This design comes from an exercise in tuning for small area and a short achievable clock period on the open sky130 flow, not from production work. At most, simulation tests tie the RTL to the original design; equivalence was not proved. Power is estimated from default activity; no workload was simulated.

==> flow/design.v <==
`timescale 1ns/1ps
module fir_filter #(
    parameter DATA_WIDTH = 16,
    parameter TAPS       = 8
)(
    input  wire                      clk,
    input  wire                      rst,
    input  wire [DATA_WIDTH-1:0]     s_axis_tdata,
    input  wire                      s_axis_tvalid,
    output wire                      s_axis_tready,   
    input  wire                      s_axis_tlast,
    output reg  [DATA_WIDTH-1:0]     m_axis_tdata,
    output reg                       m_axis_tvalid,
    input  wire                      m_axis_tready,   
    output reg                       m_axis_tlast
);
    reg [15:0] s0, s1, t, r1, r2, r3, r4, r5, r6;
    reg       flushing;
    reg [2:0] flush_count;
    assign s_axis_tready = !flushing;
    wire step = s_axis_tvalid | flushing;
    wire [15:0] x = flushing ? 16'd0 : s_axis_tdata;
    wire [15:0] y, nt, n1, n2, n3, n4, n5;
    fir_add3 #(15) a_y (.a(s0[14:0]), .b({s1[13:0], 1'b0}), .c(r1[15:1]), .s(y[15:1]));
    assign y[0] = r1[0];
    fir_add #(15) a_t (.a(s0[14:0]), .b(s0[15:1]), .s(nt[15:1]));
    assign nt[0] = s0[0];
    fir_add #(15) a_1 (.a(t[14:0]), .b(r2[15:1]), .s(n1[15:1]));
    assign n1[0] = r2[0];
    fir_add #(13) a_2 (.a(s1[12:0]), .b(r3[15:3]), .s(n2[15:3]));
    assign n2[2:0] = r3[2:0];
    fir_add #(15) a_3 (.a(t[14:0]), .b(r4[15:1]), .s(n3[15:1]));
    assign n3[0] = r4[0];
    fir_add #(14) a_4 (.a(s1[13:0]), .b(r5[15:2]), .s(n4[15:2]));
    assign n4[1:0] = r5[1:0];
    fir_add #(15) a_5 (.a(s1[14:0]), .b(r6[15:1]), .s(n5[15:1]));
    assign n5[0] = r6[0];
    always @(posedge clk) begin
        m_axis_tdata <= y;
        if (rst) begin
            s0 <= 0; s1 <= 0; t <= 0;
            r1 <= 0; r2 <= 0; r3 <= 0; r4 <= 0; r5 <= 0; r6 <= 0;
        end else if (step) begin
            s0 <= x;
            s1 <= s0;
            t  <= nt;
            r1 <= n1;
            r2 <= n2;
            r3 <= n3;
            r4 <= n4;
            r5 <= n5;
            r6 <= s1;
        end
        if (rst) begin
            m_axis_tvalid <= 0;
            m_axis_tlast  <= 0;
            flushing      <= 0;
            flush_count   <= 0;
        end else begin
            m_axis_tvalid <= step;
            m_axis_tlast  <= flushing && flush_count == 0;
            if (!flushing) begin
                if (s_axis_tvalid && s_axis_tlast) begin
                    flushing    <= 1;
                    flush_count <= 3'd7;
                end
            end else begin
                if (flush_count == 0)
                    flushing <= 0;
                flush_count <= flush_count - 1'b1;
            end
        end
    end
endmodule
module fir_add #(
    parameter W = 16
)(
    input  wire [W-1:0] a,
    input  wire [W-1:0] b,
    output wire [W-1:0] s
);
    localparam L = $clog2(W);
    wire [W-1:0] g [0:L];
    wire [W-1:0] p [0:L];
    assign g[0] = a & b;
    assign p[0] = a ^ b;
    genvar l, i;
    generate
        for (l = 0; l < L; l = l + 1) begin : lvl
            for (i = 0; i < W; i = i + 1) begin : bt
                if ((i >> l) & 1) begin : merge
                    localparam integer J = ((i >> l) << l) - 1;
                    assign g[l+1][i] = g[l][i] | (p[l][i] & g[l][J]);
                    assign p[l+1][i] = p[l][i] & p[l][J];
                end else begin : pass
                    assign g[l+1][i] = g[l][i];
                    assign p[l+1][i] = p[l][i];
                end
            end
        end
    endgenerate
    assign s = p[0] ^ {g[L][W-2:0], 1'b0};
endmodule
module fir_add3 #(
    parameter W = 16
)(
    input  wire [W-1:0] a,
    input  wire [W-1:0] b,
    input  wire [W-1:0] c,
    output wire [W-1:0] s
);
    wire [W-1:0] hs = a ^ b ^ c;
    wire [W-1:0] hc = (a & b) | (a & c) | (b & c);
    fir_add #(W) add (.a(hs), .b({hc[W-2:0], 1'b0}), .s(s));
endmodule
export LEC_CHECK = 0
export ABC_CLOCK_PERIOD_IN_PS = 2500
export CAP_MARGIN = 20
export CORE_MARGIN = 2
export CORE_UTILIZATION = 40
export CTS_BUF_LIST = sky130_fd_sc_hd__clkbuf_8
export CTS_CLUSTER_SIZE = 30
export SETUP_SLACK_MARGIN = 4.5
export SLEW_MARGIN = 20
export BUFFER_PORTS_ARGS = -buffer_cell sky130_fd_sc_hd__buf_2
create_clock -name core_clock -period 7.0 [get_ports {clk}]
standard.sh (not shown) runs the stock make flow with config.mk's settings and CLKGATE_MAP_FILE= SYNTH_SCRIPT=/design/flow/synth_recipe.tcl, a recipe that flattens the netlist after the stock synthesis.
==> flow/flow/run.sh <==
#!/bin/bash
# Standard ORFS layout, with the port buffers made of plain buffers
# (buf_2) instead of delay cells, and the resizer free to swap a cell for
# one of another footprint. ORFS keeps each step's own log under orfs/logs.
set -euo pipefail
cat >> config.mk <<'EOC'
export BUFFER_PORTS_ARGS = -buffer_cell sky130_fd_sc_hd__buf_2
EOC
bash standard.sh MATCH_CELL_FOOTPRINT=0 finish > layout.log 2>&1
The starting point produced a clean layout.
Edit:
--- a/flow/design.v
+++ b/flow/design.v
@@ -13,15 +13,15 @@
     output reg                       m_axis_tvalid,
     input  wire                      m_axis_tready,   
     output reg                       m_axis_tlast
 );
     reg [15:0] s0, s1, t, r1, r2, r3, r4, r5, r6;
-    reg       flushing;
+    reg       ready;
     reg [2:0] flush_count;
-    assign s_axis_tready = !flushing;
-    wire step = s_axis_tvalid | flushing;
-    wire [15:0] x = flushing ? 16'd0 : s_axis_tdata;
+    assign s_axis_tready = ready;
+    wire step = s_axis_tvalid | !ready;
+    wire [15:0] x = ready ? s_axis_tdata : 16'd0;
     wire [15:0] y, nt, n1, n2, n3, n4, n5;
     fir_add3 #(15) a_y (.a(s0[14:0]), .b({s1[13:0], 1'b0}), .c(r1[15:1]), .s(y[15:1]));
     assign y[0] = r1[0];
     fir_add #(15) a_t (.a(s0[14:0]), .b(s0[15:1]), .s(nt[15:1]));
     assign nt[0] = s0[0];
@@ -52,23 +52,23 @@
             r6 <= s1;
         end
         if (rst) begin
             m_axis_tvalid <= 0;
             m_axis_tlast  <= 0;
-            flushing      <= 0;
+            ready         <= 1;
             flush_count   <= 0;
         end else begin
             m_axis_tvalid <= step;
-            m_axis_tlast  <= flushing && flush_count == 0;
-            if (!flushing) begin
+            m_axis_tlast  <= !ready && flush_count == 0;
+            if (ready) begin
                 if (s_axis_tvalid && s_axis_tlast) begin
-                    flushing    <= 1;
+                    ready       <= 0;
                     flush_count <= 3'd7;
                 end
             end else begin
                 if (flush_count == 0)
-                    flushing <= 0;
+                    ready <= 1;
                 flush_count <= flush_count - 1'b1;
             end
         end
     end
 endmodule
Outcome: Combinational power stays flat. Worst setup slack gets better by 0.018 ns. Clock power shrinks by 14%. Wire length grows by 7.2%. Global-route usage grows by 1.7 points. Register-to-register slack gets better by 0.02 ns. Hold slack gets better by 0.0071 ns. Sequential power is about the same. Cell count grows by 0.41%. Total power shrinks by 4.7%. Die area shrinks by 0.94%. Core utilization shrinks by 0.17 points. Non-clock buffer count grows by 8.
No functional check of the RTL was part of the first run of this note.

## re-timing with driven ports
No port has a modelled driver above. Below, the same layouts with a new extraction and two added sets of constraints.
Step 1 sets driving cells, clkbuf_16 on the clock port and buf_2 on the other inputs (assumed; they add their load-dependent delay and slew).
Step 2 adds t to the input delays and takes it off the output delays; t is the mean of the earliest and latest rising clock arrival at the registers after step 1. Input paths then give back, and output paths get back, about the clock's delay inside the block.
a / b / c = ideal / step 1 / step 2; a / b = the first two.
run | shift t [ns] | setup slack, ns | worst hold slack (ns) | latest minus earliest clock arrival (ns)
the first run | 0.507 | 4.438 / 4.438 / 4.087 | 0.355 / 0.355 / 0.355 | 0.018 / 0.018
the second run | 0.503 | 4.456 / 4.456 / 4.012 | 0.362 / 0.362 / 0.362 | 0.018 / 0.018
After both steps setup and hold are still met in every run listed. For the second run, which loses most, drivers alone change the setup slack by 0.000 ns; drivers and shift together by -0.444 ns.
